This is an optimization exercise on Yosys and OpenROAD, whose aim is small area and a short achievable clock period, not a production implementation.
RTL that was checked went through simulation tests only; none was proved equivalent to the original.

==> wip/nickel <==
## top_module
module top_module(
    input [11:0] angleIn,
    input [11:0] setPoint,
    input [7:0] kp,
    input [7:0] ki,
    input [7:0] kd,
    input clk,
    input rst,
    output signed [8:0] dutyCycleOut
    );
    reg signed [12:0] e_r;       
    reg [12:0] pen_r;            
    reg [8:0] kpd_r;             
    reg [7:0] kd_r, ki_r;
    reg rst_r;                   
    reg [20:0] in_r;             
    reg [8:0] ylo_r;             
    reg inr_r;                   
    reg pos_r;                   
    wire signed [20:0] integ = ~in_r;
    wire w1;
    wire w2;
    wire w3;
    wire w4;
    wire w5;
    wire w6;
    wire w7;
    wire w8;
    wire w9;
    wire w10;
    wire w11;
    wire w12;
    wire w13;
    wire w14;
    wire w15;
    wire w16;
    wire w17;
    wire w18;
    wire w19;
    wire w20;
    wire w21;
    wire w22;
    wire w23;
    wire w24;
    wire w25;
    wire w26;
    wire w27;
    wire w28;
    wire w29;
    wire w30;
    wire w31;
    wire w32;
    wire w33;
    wire w34;
    wire w35;
    wire w36;
    wire w37;
    wire w38;
    wire w39;
    wire w40;
    wire w41;
    wire w42;
    wire w43;
    wire w44;
    wire w45;
    wire w46;
    wire w47;
    wire w48;
    wire w49;
    wire w50;
    wire w51;
    wire w52;
    wire w53;
    wire w54;
    wire w55;
    wire w56;
    wire w57;
    wire w58;
    wire w59;
    wire w60;
    wire w61;
    wire w62;
    wire w63;
    wire w64;
    wire w65;
    wire w66;
    wire w67;
    wire w68;
    wire w69;
    wire w70;
    wire w71;
    wire w72;
    wire w73;
    wire w74;
    wire w75;
    wire w76;
    wire w77;
    wire w78;
    wire w79;
    wire w80;
    wire w81;
    wire w82;
    wire w83;
    wire w84;
    wire w85;
    wire w86;
    wire w87;
    wire w88;
    wire w89;
    wire w90;
    wire w91;
    wire w92;
    wire w93;
    wire w94;
    wire w95;
    wire w96;
    wire w97;
    wire w98;
    wire w99;
    wire w100;
    wire w101;
    wire w102;
    wire w103;
    wire w104;
    wire w105;
    wire w106;
    wire w107;
    wire w108;
    wire w109;
    wire w110;
    wire w111;
    wire w112;
    wire w113;
  ...
Settings: LEC_CHECK=0, CAP_MARGIN=20, CORE_MARGIN=2, CORE_UTILIZATION=60, SLEW_MARGIN=20, SYNTH_HIERARCHICAL=1; clock period 16.0 ns.
standard.sh (not shown) runs the stock make flow with config.mk's settings and CLKGATE_MAP_FILE= SYNTH_SCRIPT=/design/flow/synth_recipe.tcl, a recipe that flattens the netlist after the stock synthesis.
==> flow/flow/run.sh <==
#!/bin/bash
# Standard layout, with timing repair aimed past the clock period (the SDC is
# unchanged) and ordinary buffers on the ports instead of delay cells.
set -euo pipefail
MARGIN=$(cat flow/margin.txt)
bash standard.sh SETUP_SLACK_MARGIN=$MARGIN \
  BUFFER_PORTS_ARGS="-buffer_cell sky130_fd_sc_hd__buf_2" MATCH_CELL_FOOTPRINT=0 finish > standard_make.log 2>&1
==> flow/flow/margin.txt <==
11
==> wip/amber (differences from wip/nickel) <==
==> flow/flow/margin.txt (replaced) <==
12.5
==> wip/indigo (differences from wip/nickel) <==
==> flow/flow/margin.txt (replaced) <==
10.5
==> notes.md <==
wip/amber finished with timing, DRC and antenna clean. wip/indigo passed the timing, DRC and antenna checks. wip/nickel went through all stages and came out clean. The highest wire length belongs to wip/amber, the lowest to wip/indigo. Die area is the same in wip/nickel and wip/amber. In non-clock buffer count, wip/nickel and wip/indigo do not differ. In synthesized area, wip/amber and wip/nickel do not differ. In sequential cell count, wip/nickel and wip/amber do not differ.

========
==> yarrow: inputs <==
Another version of the RTL of top_module (not shown whole).
clock: 16.0 ns
lec_check: 0
cap_margin: 20
core_margin: 2
core_utilization: 40
slew_margin: 20
synth_hierarchical: 1
run.sh (not shown) runs the stock make flow with config.mk's settings and CLKGATE_MAP_FILE= SYNTH_SCRIPT=/design/flow/synth_recipe.tcl, a recipe that flattens the netlist after the stock synthesis.
Stock flow here: none of the scripts above is used.
==> lagoon (differences from yarrow) <==
==> flow/flow/run.sh (new file) <==
#!/bin/bash
# Standard layout, with timing repair aimed past the clock period (the SDC is
# unchanged) and ordinary buffers on the ports instead of delay cells.
set -euo pipefail
MARGIN=$(cat flow/margin.txt)
bash standard.sh SETUP_SLACK_MARGIN=$MARGIN \
  BUFFER_PORTS_ARGS="-buffer_cell sky130_fd_sc_hd__buf_2" MATCH_CELL_FOOTPRINT=0 finish > standard_make.log 2>&1
==> flow/flow/margin.txt (new file) <==
11.5
==> flow/standard.sh (new file) <==
#!/bin/bash
# synth_recipe.tcl (not shown) runs the flow's synth.tcl, then flattens the netlist and writes it again
# the make line also repeats each setting of config.mk as NAME=value (left out here)
make -C /OpenROAD-flow-scripts/flow DESIGN_CONFIG=/design/flow/config.mk WORK_HOME=/design/flow/orfs CLKGATE_MAP_FILE= SYNTH_SCRIPT=/design/flow/synth_recipe.tcl "${@:-finish}"
removed: flow/run.sh
==> qor summary <==
	lagoon	yarrow
Run status	no timing/DRC/antenna violations	no timing/DRC/antenna violations
Finished Layout Cells	1747	1691
Fin area	14700 sq um	14000 sq um
Final wirelength	33500 um	31800 um
Routed length per instance	19.2 um	18.8 um
Non-clock buffer contribution to total cell area	5.71%	4.26%
Buffers and inverters on the worst path	1	0
R2R Setup Slk	11240 ps	10450 ps
Setup repair after global routing missed its margin	yes	no
Post-route fraction of the period consumed by the critical path	29.7%	34.7%
Crit path max-delay cell type	sky130_fd_sc_hd__fa_1	sky130_fd_sc_hd__dfxtp_1
Proportion of cell area spent on the clock network	2.06%	2.16%
Minimum setup slack in the final design	11240 ps	10450 ps
R2r worst-path depth	13	14
Reg area	1800 sq um	1680 sq um
Vias per cell	5.37	5.39
GR Layer Usage met1	28.3%	27.3%
Function was not checked in any run of this note: the RTL went through the layout flow alone.

========
==> willow: inputs <==
top_module, a different RTL version from the one above (not shown whole).
clock: 16.0 ns
lec_check: 0
cap_margin: 20
core_margin: 2
core_utilization: 60
cts_buf_list: sky130_fd_sc_hd__clkbuf_8
slew_margin: 20
synth_hierarchical: 1
standard.sh (not shown) runs the stock make flow with config.mk's settings and CLKGATE_MAP_FILE= SYNTH_SCRIPT=/design/flow/synth_recipe.tcl, a recipe that flattens the netlist after the stock synthesis.
==> flow/flow/run.sh <==
#!/bin/bash
# The standard layout (standard.sh, unchanged synthesis), with:
#  - timing repair aimed past the clock period: SETUP_SLACK_MARGIN from
#    flow/margin.txt, repair limited to sizing moves (the SDC is unchanged);
#  - plain buffers (buf_1, resized as needed) on the ports instead of delay cells;
#  - sizing not restricted to the same cell footprint.
set -euo pipefail
MARGIN=$(cat flow/margin.txt)
bash standard.sh SETUP_SLACK_MARGIN=$MARGIN \
  BUFFER_PORTS_ARGS="-buffer_cell sky130_fd_sc_hd__buf_1" MATCH_CELL_FOOTPRINT=0 \
  SETUP_MOVE_SEQUENCE=unbuffer,sizeup,swap finish > standard_make.log 2>&1
==> flow/flow/margin.txt <==
11.4
==> juniper: changes against willow <==
--- a/flow/design.v
+++ b/flow/design.v
@@ -1268,36 +1268,58 @@
     assign w712 = w691 | (w690 & w689);
     assign w713 = w690 & w688;
     assign w714 = w712 | (w713 & w704);
     assign w715 = w713 & w705;
     assign w716 = w714 | (w715 & w700);
     assign w717 = sca[0] ^ scb[0];
     assign w718 = sca[0] | scb[0];
-    pid_ha u_ha3 (.a(sca[1]), .b(scb[1]), .s(w719), .co(w720));
-    pid_ha u_ha4 (.a(sca[2]), .b(scb[2]), .s(w721), .co(w722));
-    pid_ha u_ha5 (.a(sca[3]), .b(scb[3]), .s(w723), .co(w724));
-    pid_ha u_ha6 (.a(sca[4]), .b(scb[4]), .s(w725), .co(w726));
-    pid_ha u_ha7 (.a(sca[5]), .b(scb[5]), .s(w727), .co(w728));
-    pid_ha u_ha8 (.a(sca[6]), .b(scb[6]), .s(w729), .co(w730));
-    pid_ha u_ha9 (.a(sca[7]), .b(scb[7]), .s(w731), .co(w732));
-    pid_ha u_ha10 (.a(sca[8]), .b(scb[8]), .s(w733), .co(w734));
-    pid_ha u_ha11 (.a(sca[9]), .b(scb[9]), .s(w735), .co(w736));
-    pid_ha u_ha12 (.a(sca[10]), .b(scb[10]), .s(w737), .co(w738));
-    pid_ha u_ha13 (.a(sca[11]), .b(scb[11]), .s(w739), .co(w740));
-    pid_ha u_ha14 (.a(sca[12]), .b(scb[12]), .s(w741), .co(w742));
-    pid_ha u_ha15 (.a(sca[13]), .b(scb[13]), .s(w743), .co(w744));
-    pid_ha u_ha16 (.a(sca[14]), .b(scb[14]), .s(w745), .co(w746));
-    pid_ha u_ha17 (.a(sca[15]), .b(scb[15]), .s(w747), .co(w748));
-    pid_ha u_ha18 (.a(sca[16]), .b(scb[16]), .s(w749), .co(w750));
-    pid_ha u_ha19 (.a(sca[17]), .b(scb[17]), .s(w751), .co(w752));
-    pid_ha u_ha20 (.a(sca[18]), .b(scb[18]), .s(w753), .co(w754));
-    pid_ha u_ha21 (.a(sca[19]), .b(scb[19]), .s(w755), .co(w756));
-    pid_ha u_ha22 (.a(sca[20]), .b(scb[20]), .s(w757), .co(w758));
-    pid_ha u_ha23 (.a(sca[21]), .b(scb[21]), .s(w759), .co(w760));
-    pid_ha u_ha24 (.a(sca[22]), .b(scb[22]), .s(w761), .co(w762));
+    assign w719 = sca[1] ^ scb[1];
+    assign w720 = sca[1] & scb[1];
+    assign w721 = sca[2] ^ scb[2];
+    assign w722 = sca[2] & scb[2];
+    assign w723 = sca[3] ^ scb[3];
+    assign w724 = sca[3] & scb[3];
+    assign w725 = sca[4] ^ scb[4];
+    assign w726 = sca[4] & scb[4];
+    assign w727 = sca[5] ^ scb[5];
+    assign w728 = sca[5] & scb[5];
+    assign w729 = sca[6] ^ scb[6];
+    assign w730 = sca[6] & scb[6];
+    assign w731 = sca[7] ^ scb[7];
+    assign w732 = sca[7] & scb[7];
+    assign w733 = sca[8] ^ scb[8];
+    assign w734 = sca[8] & scb[8];
+    assign w735 = sca[9] ^ scb[9];
+    assign w736 = sca[9] & scb[9];
+    assign w737 = sca[10] ^ scb[10];
+    assign w738 = sca[10] & scb[10];
+    assign w739 = sca[11] ^ scb[11];
+    assign w740 = sca[11] & scb[11];
+    assign w741 = sca[12] ^ scb[12];
+    assign w742 = sca[12] & scb[12];
+    assign w743 = sca[13] ^ scb[13];
+    assign w744 = sca[13] & scb[13];
+    assign w745 = sca[14] ^ scb[14];
+    assign w746 = sca[14] & scb[14];
+    assign w747 = sca[15] ^ scb[15];
+    assign w748 = sca[15] & scb[15];
+    assign w749 = sca[16] ^ scb[16];
+    assign w750 = sca[16] & scb[16];
+    assign w751 = sca[17] ^ scb[17];
+    assign w752 = sca[17] & scb[17];
+    assign w753 = sca[18] ^ scb[18];
+    assign w754 = sca[18] & scb[18];
+    assign w755 = sca[19] ^ scb[19];
+    assign w756 = sca[19] & scb[19];
+    assign w757 = sca[20] ^ scb[20];
+    assign w758 = sca[20] & scb[20];
+    assign w759 = sca[21] ^ scb[21];
+    assign w760 = sca[21] & scb[21];
+    assign w761 = sca[22] ^ scb[22];
+    assign w762 = sca[22] & scb[22];
     assign w763 = w717 ^ 1'b1;
     assign w764 = w719 ^ w718;
     assign w766 = w720 | (w719 & w718);
     assign w765 = w721 ^ w766;
     assign w768 = w722 | (w721 & w766);
     assign w767 = w723 ^ w768;
     assign w770 = w724 | (w723 & w722);
==> impl_metrics.tcl <==
set metrics [dict create \
    signal_buffers 61 \
    cp.arrival_ps 1480 \
    outcome "complete, no violations" \
    drt-vias-per-instance 5.744 \
    area_delta_synth_final_pct 7.139 \
    seq_share_pct 13.70 \
    worstSetupEndpoint "dutyCycleOut[7]" \
    dpl.hpwl_um 24020 \
]
[end of results for juniper]
==> impl_metrics.tcl <==
set metrics [dict create \
    outcome "complete, no violations" \
    signal_buffers 64 \
    dpl.hpwl_um 24170 \
    drt-vias-per-instance 5.838 \
    cp.arrival_ps 5390 \
    area_delta_synth_final_pct 9.423 \
    worstSetupEndpoint "pos_r$_DFF_P_" \
]
[end of results for willow]
The RTL of willow was laid out without a check of its function.

========
==> inputs of build 16 <==
Another version of the RTL of top_module (not shown whole).
Design top_module, start of the top module:
module top_module(
    input [11:0] angleIn,
    input [11:0] setPoint,
    input [7:0] kp,
    input [7:0] ki,
    input [7:0] kd,
    input clk,
    input rst,
    output signed [8:0] dutyCycleOut
    );
clock: 16.0 ns
lec_check: 0
cap_margin: 20
core_margin: 2
core_utilization: 60
cts_buf_list: sky130_fd_sc_hd__clkbuf_8
slew_margin: 20
synth_hierarchical: 1
==> flow/flow/run.sh <==
#!/bin/bash
# Standard layout, with timing repair aimed past the clock period (the SDC is
# unchanged) and ordinary buffers on the ports instead of delay cells.
set -euo pipefail
MARGIN=$(cat flow/margin.txt)
bash standard.sh SETUP_SLACK_MARGIN=$MARGIN \
  BUFFER_PORTS_ARGS="-buffer_cell sky130_fd_sc_hd__buf_1" MATCH_CELL_FOOTPRINT=0 SETUP_MOVE_SEQUENCE=unbuffer,sizeup,swap finish > standard_make.log 2>&1
==> flow/flow/margin.txt <==
11.5
==> inputs of trial 12, as changes to build 16 <==
--- a/flow/design.v
+++ b/flow/design.v
@@ -1645,18 +1645,17 @@
         else if (integ > 255) in_r <= ~21'd255;
         else if (integ < -255) in_r <= ~(-21'sd255);
         else in_r <= isum_n;
         if (rst | rst_r) begin
             ylo_r <= 9'd0;
             inr_r <= 1'b1;
-            pos_r <= 1'b0;
         end else begin
             ylo_r <= y_lo;
             inr_r <= in_range;
-            pos_r <= s_pos;
         end
+        pos_r <= s_pos;
     end
     assign dutyCycleOut = inr_r ? ylo_r : pos_r ? 9'sd255 : -9'sd255;
 endmodule
 module pid_fa(input a, input b, input ci, output s, output co);
     assign s = a ^ b ^ ci;
     assign co = (a & b) | (ci & (a ^ b));
==> flow/flow/run.sh (replaced) <==
#!/bin/bash
# The standard layout (standard.sh, unchanged synthesis), with:
#  - timing repair aimed past the clock period: SETUP_SLACK_MARGIN from
#    flow/margin.txt, repair limited to sizing moves (the SDC is unchanged);
#  - plain buffers (buf_1, resized as needed) on the ports instead of delay cells;
#  - sizing not restricted to the same cell footprint.
set -euo pipefail
MARGIN=$(cat flow/margin.txt)
bash standard.sh SETUP_SLACK_MARGIN=$MARGIN \
  BUFFER_PORTS_ARGS="-buffer_cell sky130_fd_sc_hd__buf_1" MATCH_CELL_FOOTPRINT=0 \
  SETUP_MOVE_SEQUENCE=unbuffer,sizeup,swap finish > standard_make.log 2>&1
==> flow/flow/margin.txt (replaced) <==
11.4
==> inputs of build 7, as changes to build 16 <==
--- a/flow/design.v
+++ b/flow/design.v
@@ -15,12 +15,14 @@
     reg [7:0] kd_r, ki_r;
     reg rst_r;                   
     reg [20:0] in_r;             
     reg [8:0] ylo_r;             
     reg inr_r;                   
     reg pos_r;                   
+    reg outr_r;                  
+    reg neg_r;                   
     wire signed [20:0] integ = ~in_r;
     wire w1;
     wire w2;
     wire w3;
     wire w4;
     wire w5;
@@ -1645,20 +1647,23 @@
         else if (integ > 255) in_r <= ~21'd255;
         else if (integ < -255) in_r <= ~(-21'sd255);
         else in_r <= isum_n;
         if (rst | rst_r) begin
             ylo_r <= 9'd0;
             inr_r <= 1'b1;
-            pos_r <= 1'b0;
+            outr_r <= 1'b0;
         end else begin
             ylo_r <= y_lo;
             inr_r <= in_range;
-            pos_r <= s_pos;
+            outr_r <= ~in_range;
         end
+        pos_r <= s_pos;
+        neg_r <= ~s_pos;
     end
-    assign dutyCycleOut = inr_r ? ylo_r : pos_r ? 9'sd255 : -9'sd255;
+    assign dutyCycleOut[3:0] = inr_r ? ylo_r[3:0] : {{3{pos_r}}, 1'b1};
+    assign dutyCycleOut[8:4] = outr_r ? {neg_r, {4{~neg_r}}} : ylo_r[8:4];
 endmodule
 module pid_fa(input a, input b, input ci, output s, output co);
     assign s = a ^ b ^ ci;
     assign co = (a & b) | (ci & (a ^ b));
 endmodule
 module pid_ha(input a, input b, output s, output co);
==> flow/flow/run.sh (replaced) <==
#!/bin/bash
# The standard layout (standard.sh, unchanged synthesis), with:
#  - timing repair aimed past the clock period: SETUP_SLACK_MARGIN from
#    flow/margin.txt, repair limited to sizing moves (the SDC is unchanged);
#  - plain buffers (buf_1, resized as needed) on the ports instead of delay cells;
#  - sizing not restricted to the same cell footprint.
set -euo pipefail
MARGIN=$(cat flow/margin.txt)
bash standard.sh SETUP_SLACK_MARGIN=$MARGIN \
  BUFFER_PORTS_ARGS="-buffer_cell sky130_fd_sc_hd__buf_1" MATCH_CELL_FOOTPRINT=0 \
  SETUP_MOVE_SEQUENCE=unbuffer,sizeup,swap finish > standard_make.log 2>&1
==> flow/flow/margin.txt (replaced) <==
11.4
==> metrics.cfg <==
[status]
status = no timing/DRC/antenna violations

[die]
die_x_um = 146.5
fp.dieArea_um2 = 21450

[synthesis]
synth.most_common_cell = nand2_1
ys_top_cells_by_count = 309 x nand2_1, 308 x fa_1, 90 x inv_1
synth_compound_area_share_pct = 4.717

[worst_setup_path]
path_depth = 12
crit_buf_inv = 0

[cells_and_area]
seq_cell_count = 84
synthToLayoutAreaGrowth_pct = 7.934
nMultiInputCombCells = 939

[sta]
finalCritPeriodShare_pct = 30.76

[routing]
vias_per_cell = 5.693

[placed_design]
detailedPlace.worstSlack_ns = 10.51

The numbers above come from trial 12.

==> metrics.cfg <==
[status]
status = no timing/DRC/antenna violations

[clocking]
cts_hold_buf = 0
cts-root-buf = clkbuf_8

[worst_setup_path]
path_depth = 14
crit_buf_inv = 0

[die]
die_x_um = 146.5
fp.dieArea_um2 = 21450

[cells_and_area]
synthToLayoutAreaGrowth_pct = 8.395
nMultiInputCombCells = 939

[routing]
top_layer_used = met4

[sta]
finalCritPeriodShare_pct = 30.74

[placed_design]
detailedPlace.worstSlack_ns = 10.52

[synthesis]
ys_top_cells_by_count = 309 x nand2_1, 308 x fa_1, 90 x inv_1
synth.most_common_cell = nand2_1

The numbers above come from build 16.

==> metrics.cfg <==
[status]
status = no timing/DRC/antenna violations

[cells_and_area]
nMultiInputCombCells = 936
synthToLayoutAreaGrowth_pct = 8.320
seq_cell_count = 86

[routing]
vias_per_cell = 5.721

[die]
die_x_um = 146.8
fp.dieArea_um2 = 21560

[synthesis]
ys_top_cells_by_count = 308 x fa_1, 300 x nand2_1, 95 x inv_1
synth_compound_area_share_pct = 4.916
synth.most_common_cell = fa_1

[sta]
finalCritPeriodShare_pct = 29.30

[worst_setup_path]
crit_buf_inv = 1

The numbers above come from build 7.

No functional check of the RTL was part of any run of this note.

[what the ideal ports hide]
No port has a modelled driver above. Below, the same layouts with a new extraction and two added sets of constraints. Step 1, drivers: a clkbuf_16 drives clk and a buf_2 each remaining input, both assumed. Step 2 moves the port delays by t, midway between the first and last clock arrival at a register: inputs arrive t later, outputs are due t later. That takes back most of the time a late clock gives input paths. Slacks: ideal / step 1 / step 2; pairs: ideal / step 1.
run | shift t [ns] | setup slack, ns | latest minus earliest clock arrival (ns) | cell pins on the clock port's net
wip/nickel | 0.401 | 11.180 / 11.180 / 10.834 | 0.014 / 0.014 | 1
wip/amber | 0.402 | 11.317 / 11.317 / 10.925 | 0.016 / 0.016 | 1
wip/indigo | 0.401 | 10.738 / 10.738 / 10.637 | 0.014 / 0.014 | 1
yarrow | 0.404 | 10.453 / 10.453 / 10.323 | 0.012 / 0.011 | 1
lagoon | 0.416 | 11.245 / 11.245 / 10.877 | 0.010 / 0.009 | 1
willow | 0.429 | 10.942 / 10.942 / 10.925 | 0.021 / 0.020 | 1
juniper | 0.429 | 11.321 / 11.275 / 11.032 | 0.015 / 0.015 | 1
build 16 | 0.425 | 11.081 / 11.081 / 10.836 | 0.021 / 0.021 | 1
trial 12 | 0.430 | 11.078 / 11.078 / 10.898 | 0.026 / 0.026 | 1
build 7 | 0.426 | 11.312 / 11.312 / 10.903 | 0.017 / 0.017 | 1
After both steps setup and hold are still met in every run listed. For build 7, which loses most, drivers alone change the setup slack by 0.000 ns; drivers and shift together by -0.409 ns.
